This is an optimization exercise on Yosys and OpenROAD, whose aim is small area, not a production implementation. In this exercise RTL edits were held to simulation tests only and were not proved equivalent to the original.

## before
// adc_top
module adc_top (
    input  wire                clk,
    input  wire                rstn,
    input  wire signed [4:0]   dat_in,
    output wire                clk_vld_out,
    output wire signed [31:0]  dat_out
);
    reg  [8:0] cnt;       
    reg  [5:0] ph;        
    reg        clr;       
    reg        vld;
    always @(posedge clk or negedge rstn) begin
        if (!rstn) begin
            cnt <= 9'd0;
            ph  <= 6'd0;
            clr <= 1'b1;
            vld <= 1'b0;
        end else begin
            cnt <= cnt + 9'd1;
            ph  <= (ph == 6'd34) ? 6'd0 : ph + 6'd1;
            if (ph == 6'd34)
                clr <= 1'b0;
            vld <= (cnt == 9'd452);
        end
    end
    wire rend = (ph == 6'd34);         
    wire cap  = (cnt[5:0] == 6'd1);    
    reg       cpend;
    reg [2:0] ckk;
    reg       e0v, e1e, e2e, e3v, e3w, e4v;
    reg [2:0] e0k;
    reg [1:0] e1k, e2k;
    always @(posedge clk or negedge rstn) begin
        if (!rstn) begin
            cpend <= 1'b0; ckk <= 3'd0;
            e0v <= 1'b0; e1e <= 1'b0; e2e <= 1'b0; e3v <= 1'b0; e3w <= 1'b0; e4v <= 1'b0;
            e0k <= 3'd0; e1k <= 2'd0; e2k <= 2'd0;
        end else if (rend) begin
            e0v <= cpend | cap;
            e0k <= cap ? cnt[8:6] : ckk;
            cpend <= 1'b0;
            e1e <= e0v & ~e0k[0]; e1k <= e0k[2:1];
  ...
==> module adc_top, before the edit <==
module adc_top (
    input  wire                clk,
    input  wire                rstn,
    input  wire signed [4:0]   dat_in,
    output wire                clk_vld_out,
    output wire signed [31:0]  dat_out
);
    reg  [8:0] cnt;       
    reg  [5:0] ph;        
    reg        clr;       
    reg        vld;
    always @(posedge clk or negedge rstn) begin
        if (!rstn) begin
            cnt <= 9'd0;
            ph  <= 6'd0;
            clr <= 1'b1;
            vld <= 1'b0;
        end else begin
            cnt <= cnt + 9'd1;
            ph  <= (ph == 6'd34) ? 6'd0 : ph + 6'd1;
            if (ph == 6'd34)
                clr <= 1'b0;
            vld <= (cnt == 9'd452);
        end
    end
    wire rend = (ph == 6'd34);         
    wire cap  = (cnt[5:0] == 6'd1);    
    reg       cpend;
    reg [2:0] ckk;
    reg       e0v, e1e, e2e, e3v, e3w, e4v;
    reg [2:0] e0k;
    reg [1:0] e1k, e2k;
    always @(posedge clk or negedge rstn) begin
        if (!rstn) begin
            cpend <= 1'b0; ckk <= 3'd0;
            e0v <= 1'b0; e1e <= 1'b0; e2e <= 1'b0; e3v <= 1'b0; e3w <= 1'b0; e4v <= 1'b0;
            e0k <= 3'd0; e1k <= 2'd0; e2k <= 2'd0;
        end else if (rend) begin
            e0v <= cpend | cap;
            e0k <= cap ? cnt[8:6] : ckk;
            cpend <= 1'b0;
            e1e <= e0v & ~e0k[0]; e1k <= e0k[2:1];
            e2e <= e1e;           e2k <= e1k;
            e3v <= e2e & (e2k == 2'd0);
            e3w <= e2e & (e2k == 2'd2);
            e4v <= e3v;
        end else if (cap) begin
            cpend <= 1'b1;
            ckk   <= cnt[8:6];
        end
    end
    wire ystr;                  
    wire e1str;                 
    wire e2str;                 
    wire e2sign;
    cic_filter u_cic (
        .clk(clk), .rstn(rstn), .dat_in(dat_in), .ph(ph), .cap(cap),
        .rend(rend), .pass(e0v), .clr(clr), .y(ystr)
    );
    wire [13:0] cl;             
    wire [2:0]  hl_e;           
    wire [1:0]  hl_o;           
    cic_comp_filter u_comp (
        .clk(clk), .ph(ph), .clr(clr),
        .pB(e0v & ~e0k[0]), .pA(e1e), .pQ(e2e & ~e2k[0]), .orot(e2e | e3v | e3w),
        .ystr(ystr), .cl(cl), .hl_e(hl_e), .hl_o(hl_o), .str(e1str)
    );
    hb1_filter u_hb1 (
        .clk(clk), .clr(clr), .ystr(ystr), .shift_c(e0v),
        .str(e1str), .shift_e(e2e & ~e2k[0]), .shift_o(e2e & e2k[0]),
        .cl(cl), .hl_e(hl_e), .hl_o(hl_o)
    );
    hb2_filter u_hb2 (
        .clk(clk), .rstn(rstn), .ph(ph), .clr(clr),
        .v_evt(e3v), .w_evt(e3w), .orot(e4v),
        .din(e1str), .str(e2str), .sign(e2sign)
    );
    fix2float u_fix2float (
        .clk(clk), .ph(ph), .start(e4v),
        .din(e2str), .sign(e2sign), .float_o(dat_out)
    );
    assign clk_vld_out = vld;
endmodule
Settings: LEC_CHECK=0, ABC_AREA=1, CAP_MARGIN=20, CORE_MARGIN=2, CORE_UTILIZATION=60, CTS_CLUSTER_DIAMETER=90, CTS_CLUSTER_SIZE=32, SLEW_MARGIN=20; clock period 30.0 ns.
run.sh (not shown) runs the stock make flow with config.mk's settings and CLKGATE_MAP_FILE= SYNTH_SCRIPT=/design/flow/synth_recipe.tcl, a recipe that flattens the netlist after the stock synthesis.
The final layout from before, which completed every stage, passed the timing, DRC and antenna checks at the end of the flow.
Relative to before, the following input files were edited for after:
--- a/flow/design.v
+++ b/flow/design.v
@@ -492,30 +492,23 @@
         end
     end
     wire rend = (ph == 6'd34);         
     wire cap  = (cnt[5:0] == 6'd1);    
-    reg       cpend;
-    reg [2:0] ckk;
     reg       e0v, e1e, e2e, e3v, e3w, e4v;
     reg [2:0] e0k;
     reg [1:0] e1k, e2k;
     always @(posedge clk or negedge rstn) begin
         if (!rstn) begin
-            cpend <= 1'b0; ckk <= 3'd0;
             e0v <= 1'b0; e1e <= 1'b0; e2e <= 1'b0; e3v <= 1'b0; e3w <= 1'b0; e4v <= 1'b0;
             e0k <= 3'd0; e1k <= 2'd0; e2k <= 2'd0;
         end else if (rend) begin
-            e0v <= cpend | cap;
-            e0k <= cap ? cnt[8:6] : ckk;
-            cpend <= 1'b0;
+            e0v <= (cnt[5:0] != 6'd0) && (cnt[5:0] <= 6'd35);
+            e0k <= cnt[8:6];
             e1e <= e0v & ~e0k[0]; e1k <= e0k[2:1];
             e2e <= e1e;           e2k <= e1k;
             e3v <= e2e & (e2k == 2'd0);
             e3w <= e2e & (e2k == 2'd2);
             e4v <= e3v;
-        end else if (cap) begin
-            cpend <= 1'b1;
-            ckk   <= cnt[8:6];
         end
     end
     wire ystr;                  
     wire e1str;                 
## What came out
Any difference in die area between before and after is small enough to ignore. On post-placement cell count, after and before are neck and neck. Comparing after and before, the higher share of the clock period used by the worst path was measured on after. Routed wire length: after worse than before. Compared after vs before, and first-pass GRT wire length is up in after. Non-clock buffer count is higher on before.

what the ideal ports hide:
How much do the figures lean on ideal ports? The routed layouts below were timed once more, with nothing changed but the port constraints.
Step 1 (the two cells are an assumption about what drives the block):
set clk [get_ports {clk}]
set_driving_cell -lib_cell sky130_fd_sc_hd__clkbuf_16 $clk
set_driving_cell -lib_cell sky130_fd_sc_hd__buf_2 [delete_from_list [all_inputs] $clk]
Step 2 adds t to the input delays and takes it off the output delays; t is the mean of the earliest and latest rising clock arrival at the registers after step 1. Input paths then give back, and output paths get back, about the clock's delay inside the block.
Three values: ideal ports, drivers, drivers and shift; two values: the first two.
| run | t (ns) | setup WS [ns] | hold WS [ns] |
|---|---|---|---|
| before | 0.807 | 9.978 / 10.024 / 9.217 | 0.281 / 0.281 / 0.281 |
| after | 0.822 | 9.931 / 9.978 / 9.156 | 0.309 / 0.309 / 0.309 |
After both steps every run listed still meets setup and hold. The setup slack of after, which loses most, moves by +0.047 ns with the drivers and by -0.775 ns with both steps.
